This design comes from an exercise in tuning for small area, a short achievable clock period and few clock cycles on the open sky130 flow, not from production work.
The RTL was checked by simulation tests, not by an equivalence proof against the original design.
Power and IR drop assume default switching activity.

Setup of run A:
Design mips_pipeline, start of the top module:
module mips_pipeline(
input clk,
input rst_n,
output [6:0] imem_addr,
input [31:0] imem_rdata,
output [6:0] dmem_addr,
output [31:0] dmem_wdata,
output dmem_we,
input [31:0] dmem_rdata,
output wb_en,
output [4:0] wb_addr,
output [31:0] wb_data
    );
For scale: roughly 4,500 cells after synthesis, roughly 59,000 um^2 of cells after synthesis.
export LEC_CHECK = 0
export CAP_MARGIN = 20
export CORE_MARGIN = 2
export CORE_UTILIZATION = 50
export CTS_CLUSTER_DIAMETER = 60
export CTS_CLUSTER_SIZE = 30
export PLACE_DENSITY = 0.65
export SLEW_MARGIN = 40
export SYNTH_HIERARCHICAL = 1
export SYNTH_MINIMUM_KEEP_SIZE = 0
create_clock -name core_clock -period 24.0 [get_ports {clk}]
standard.sh (not shown) runs the stock make flow with config.mk's settings and CLKGATE_MAP_FILE= SYNTH_SCRIPT=/design/flow/synth_recipe.tcl, a recipe that flattens the netlist after the stock synthesis.
==> flow/flow/run.sh <==
#!/bin/bash
# Own flow: the standard flow, with every port buffer a buf_2 instead of
# the cell buffer_ports picks by default (a delay cell, slow and larger), and
# flip-flops upsized after placement (see upsize.tcl).
set -euo pipefail
export BUFFER_PORTS_ARGS="-buffer_cell sky130_fd_sc_hd__buf_2"
R=orfs/results/sky130hd/mips_pipeline/base
bash standard.sh synth > synth.log 2>&1
bash standard.sh place > place.log 2>&1
cp $R/3_place.odb $R/3_place_std.odb
FANOUT_MIN=6 ODB_IN=$R/3_place_std.odb ODB_OUT=$R/3_place.odb openroad -no_init -exit flow/upsize.tcl > upsize.log 2>&1
bash standard.sh > layout.log 2>&1
==> flow/flow/upsize.tcl <==
# Upsize flip-flops after placement, then legalise the placement again:
# those that drive an output port (through its port buffer) and those whose
# output drives many pins go to drive strength 4.
read_db $::env(ODB_IN)
set db [ord::get_db]
set block [ord::get_db_block]
set todo {}
# flip-flops driving output ports
foreach bt [$block getBTerms] {
  if {[$bt getIoType] ne "OUTPUT"} continue
  set net [$bt getNet]
  if {$net eq "NULL"} continue
  foreach it [$net getITerms] {
    if {![$it isOutputSignal]} continue
    foreach bi [[$it getInst] getITerms] {
      if {![$bi isInputSignal]} continue
      set n2 [$bi getNet]
      if {$n2 eq "NULL"} continue
      foreach di [$n2 getITerms] {
        if {[$di isOutputSignal]} { lappend todo [$di getInst] }
      }
    }
  }
}
# flip-flops with a high fanout
foreach inst [$block getInsts] {
  if {![string match sky130_fd_sc_hd__df* [[$inst getMaster] getName]]} continue
  foreach it [$inst getITerms] {
    if {![$it isOutputSignal]} continue
    set net [$it getNet]
    if {$net eq "NULL"} continue
    if {[llength [$net getITerms]] > $::env(FANOUT_MIN)} { lappend todo $inst }
  }
}
set n 0
foreach ff [lsort -unique $todo] {
  set mname [[$ff getMaster] getName]
  if {[regexp {^(sky130_fd_sc_hd__df[a-z]+)_[12]$} $mname -> base]} {
    set m [$db findMaster ${base}_4]
    if {$m ne "NULL"} { $ff swapMaster $m; incr n }
  }
}
puts "upsized $n flip-flops"
detailed_placement
check_placement
write_db $::env(ODB_OUT)
Run A went all the way through synthesis, placement and routing and the layout is clean on timing, DRC and antenna.
Testbench counts of run A, summed over its fixed seeds: cycles 26,140.
diff inputs: run A => run B
# run A
export LEC_CHECK = 0
export CAP_MARGIN = 20
export CORE_MARGIN = 2
export CORE_UTILIZATION = 50
export CTS_CLUSTER_DIAMETER = 60
export CTS_CLUSTER_SIZE = 30
export PLACE_DENSITY = 0.65
export SLEW_MARGIN = 40
export SYNTH_HIERARCHICAL = 1
export SYNTH_MINIMUM_KEEP_SIZE = 0
create_clock -name core_clock -period 24.0 [get_ports {clk}]
# run B
export LEC_CHECK = 0
export CAP_MARGIN = 20
export CORE_MARGIN = 2
export CORE_UTILIZATION = 45
export CTS_CLUSTER_DIAMETER = 60
export CTS_CLUSTER_SIZE = 30
export PLACE_DENSITY = 0.6
export SLEW_MARGIN = 40
export SYNTH_HIERARCHICAL = 1
export SYNTH_MINIMUM_KEEP_SIZE = 0
create_clock -name core_clock -period 24.0 [get_ports {clk}]
diff --git a/flow/flow/run.sh b/flow/flow/run.sh
--- a/flow/flow/run.sh
+++ b/flow/flow/run.sh
@@ -4 +4 @@
-# flip-flops upsized after placement (see upsize.tcl).
+# the flip-flops that drive output ports upsized after placement.
==> run notes <==
Taking run A as the reference, in run B number of antenna violations at the first check in global routing shows an increase of 7; clock tree skew after final layout shows an increase of 68 ps.
Relative to run A, maximum single-stage delay on the critical path has decreased by 60 ps in run B.
Looking at end point of the critical path, the wb_en result is from run B; the imem_addr[5] one comes from run A.
Run B ended up with w_en as its worst setup path startpoint; run A ended up with pc_on[5].
Port buffer count: run A vs run B identical
On initial core utilization, the lower figure sits with run B, not run A.
The lower global router's overall resource usage of run A and run B is in run B.
As far as vias after detailed routing is concerned, run B and run A perform about the same.
> inputs changed (run B -> run C)
==> flow/flow/run.sh <==
#!/bin/bash
# Own flow: the standard flow, with every port buffer a buf_2 instead of
# the cell buffer_ports picks by default (a delay cell, slow and larger).
set -euo pipefail
export BUFFER_PORTS_ARGS="-buffer_cell sky130_fd_sc_hd__buf_2"
bash standard.sh synth > synth.log 2>&1
bash standard.sh > layout.log 2>&1
removed: flow/flow/upsize.tcl
## What came out
- Going from run B to run C, routed wire length on met2 shrinks by 480 um.
- Comparing run B and run C, number of optimization iterations in the first detailed-route pass is higher on run C.
- Run C vs. run B: fraction of area in clock buffers and inverters went up, worst-case hold slack did not really move.
- Power: run C worse than run B
Changes in run D relative to run C:
# run C
export LEC_CHECK = 0
export CAP_MARGIN = 20
export CORE_MARGIN = 2
export CORE_UTILIZATION = 45
export CTS_CLUSTER_DIAMETER = 60
export CTS_CLUSTER_SIZE = 30
export PLACE_DENSITY = 0.6
export SLEW_MARGIN = 40
export SYNTH_HIERARCHICAL = 1
export SYNTH_MINIMUM_KEEP_SIZE = 0
create_clock -name core_clock -period 24.0 [get_ports {clk}]
# run D
export LEC_CHECK = 0
export CAP_MARGIN = 20
export CORE_MARGIN = 2
export CORE_UTILIZATION = 45
export CTS_CLUSTER_DIAMETER = 60
export CTS_CLUSTER_SIZE = 30
export PLACE_DENSITY = 0.6
export SLEW_MARGIN = 55
export SYNTH_HIERARCHICAL = 1
export SYNTH_MINIMUM_KEEP_SIZE = 0
create_clock -name core_clock -period 24.0 [get_ports {clk}]
diff --git a/flow/flow/run.sh b/flow/flow/run.sh
--- a/flow/flow/run.sh
+++ b/flow/flow/run.sh
@@ -3 +3,2 @@
-# the cell buffer_ports picks by default (a delay cell, slow and larger).
+# the cell buffer_ports picks by default (a delay cell, slow and larger), and
+# flip-flops upsized after placement (see upsize.tcl).
@@ -5,0 +7 @@
+R=orfs/results/sky130hd/mips_pipeline/base
@@ -6,0 +9,3 @@
+bash standard.sh place > place.log 2>&1
+cp $R/3_place.odb $R/3_place_std.odb
+FANOUT_MIN=6 ODB_IN=$R/3_place_std.odb ODB_OUT=$R/3_place.odb openroad -no_init -exit flow/upsize.tcl > upsize.log 2>&1
==> flow/flow/upsize.tcl (new file) <==
# Upsize flip-flops after placement, then legalise the placement again:
# those that drive an output port (through its port buffer) and those whose
# output drives many pins go to drive strength 4.
read_db $::env(ODB_IN)
set db [ord::get_db]
set block [ord::get_db_block]
set todo {}
# flip-flops driving output ports
foreach bt [$block getBTerms] {
  if {[$bt getIoType] ne "OUTPUT"} continue
  set net [$bt getNet]
  if {$net eq "NULL"} continue
  foreach it [$net getITerms] {
    if {![$it isOutputSignal]} continue
    foreach bi [[$it getInst] getITerms] {
      if {![$bi isInputSignal]} continue
      set n2 [$bi getNet]
      if {$n2 eq "NULL"} continue
      foreach di [$n2 getITerms] {
        if {[$di isOutputSignal]} { lappend todo [$di getInst] }
      }
    }
  }
}
# flip-flops with a high fanout
foreach inst [$block getInsts] {
  if {![string match sky130_fd_sc_hd__df* [[$inst getMaster] getName]]} continue
  foreach it [$inst getITerms] {
    if {![$it isOutputSignal]} continue
    set net [$it getNet]
    if {$net eq "NULL"} continue
    if {[llength [$net getITerms]] > $::env(FANOUT_MIN)} { lappend todo $inst }
  }
}
set n 0
foreach ff [lsort -unique $todo] {
  set mname [[$ff getMaster] getName]
  if {[regexp {^(sky130_fd_sc_hd__df[a-z]+)_[12]$} $mname -> base]} {
    set m [$db findMaster ${base}_4]
    if {$m ne "NULL"} { $ff swapMaster $m; incr n }
  }
}
puts "upsized $n flip-flops"
detailed_placement
check_placement
write_db $::env(ODB_OUT)
==> run notes <==
- The via count on run D is in line with that on run C.
- Run D has worst hold slack above what run C had.
- Re highest net fanout along the worst path: run D and run C aren't equal, and the lower value belongs to run D.
- Setup slack: run D and run C compared, higher one is run D
- Relative to run C, the non-clock buffer count measured on run D has increased by a few percent.
- Met2 routing resource usage after global routing: run D and run C compared, lower one is run D
- Between run C and run D, the worst slack at placement does not differ in any meaningful way.
- Against run C, time the final worst path needs with I/O delays and setup in run D came out better.
- There was hardly any difference in register fraction of the total cell area between run D and run C.
- Diff run C -> run D: wire length held steady, total power grew by 0.86%.

==> re-timing with driven ports <==
Ports are ideal in the flow. The routed layouts listed here were re-timed in OpenROAD.
Step 1 sets driving cells, clkbuf_16 on the clock port and buf_2 on the other inputs (assumed; they add their load-dependent delay and slew).
Step 2, shift: input delay + t, output delay - t, t = (earliest + latest rising clock arrival at the registers) / 2. This alone moves slack from input paths to output paths.
Three values: ideal ports, drivers, drivers and shift; two values: the first two.
run	t, ns	slack for setup (ns)	worst register clock-pin slew, ns
run A	0.812	17.750 / 17.678 / 17.182	0.10 / 0.10
run B	0.818	17.809 / 17.732 / 17.174	0.10 / 0.10
run C	0.822	17.667 / 17.604 / 17.187	0.11 / 0.11
run D	0.825	17.821 / 17.741 / 17.139	0.08 / 0.08
After both steps every run listed still meets setup and hold. The setup slack of run D, which loses most, moves by -0.080 ns with the drivers and by -0.682 ns with both steps.
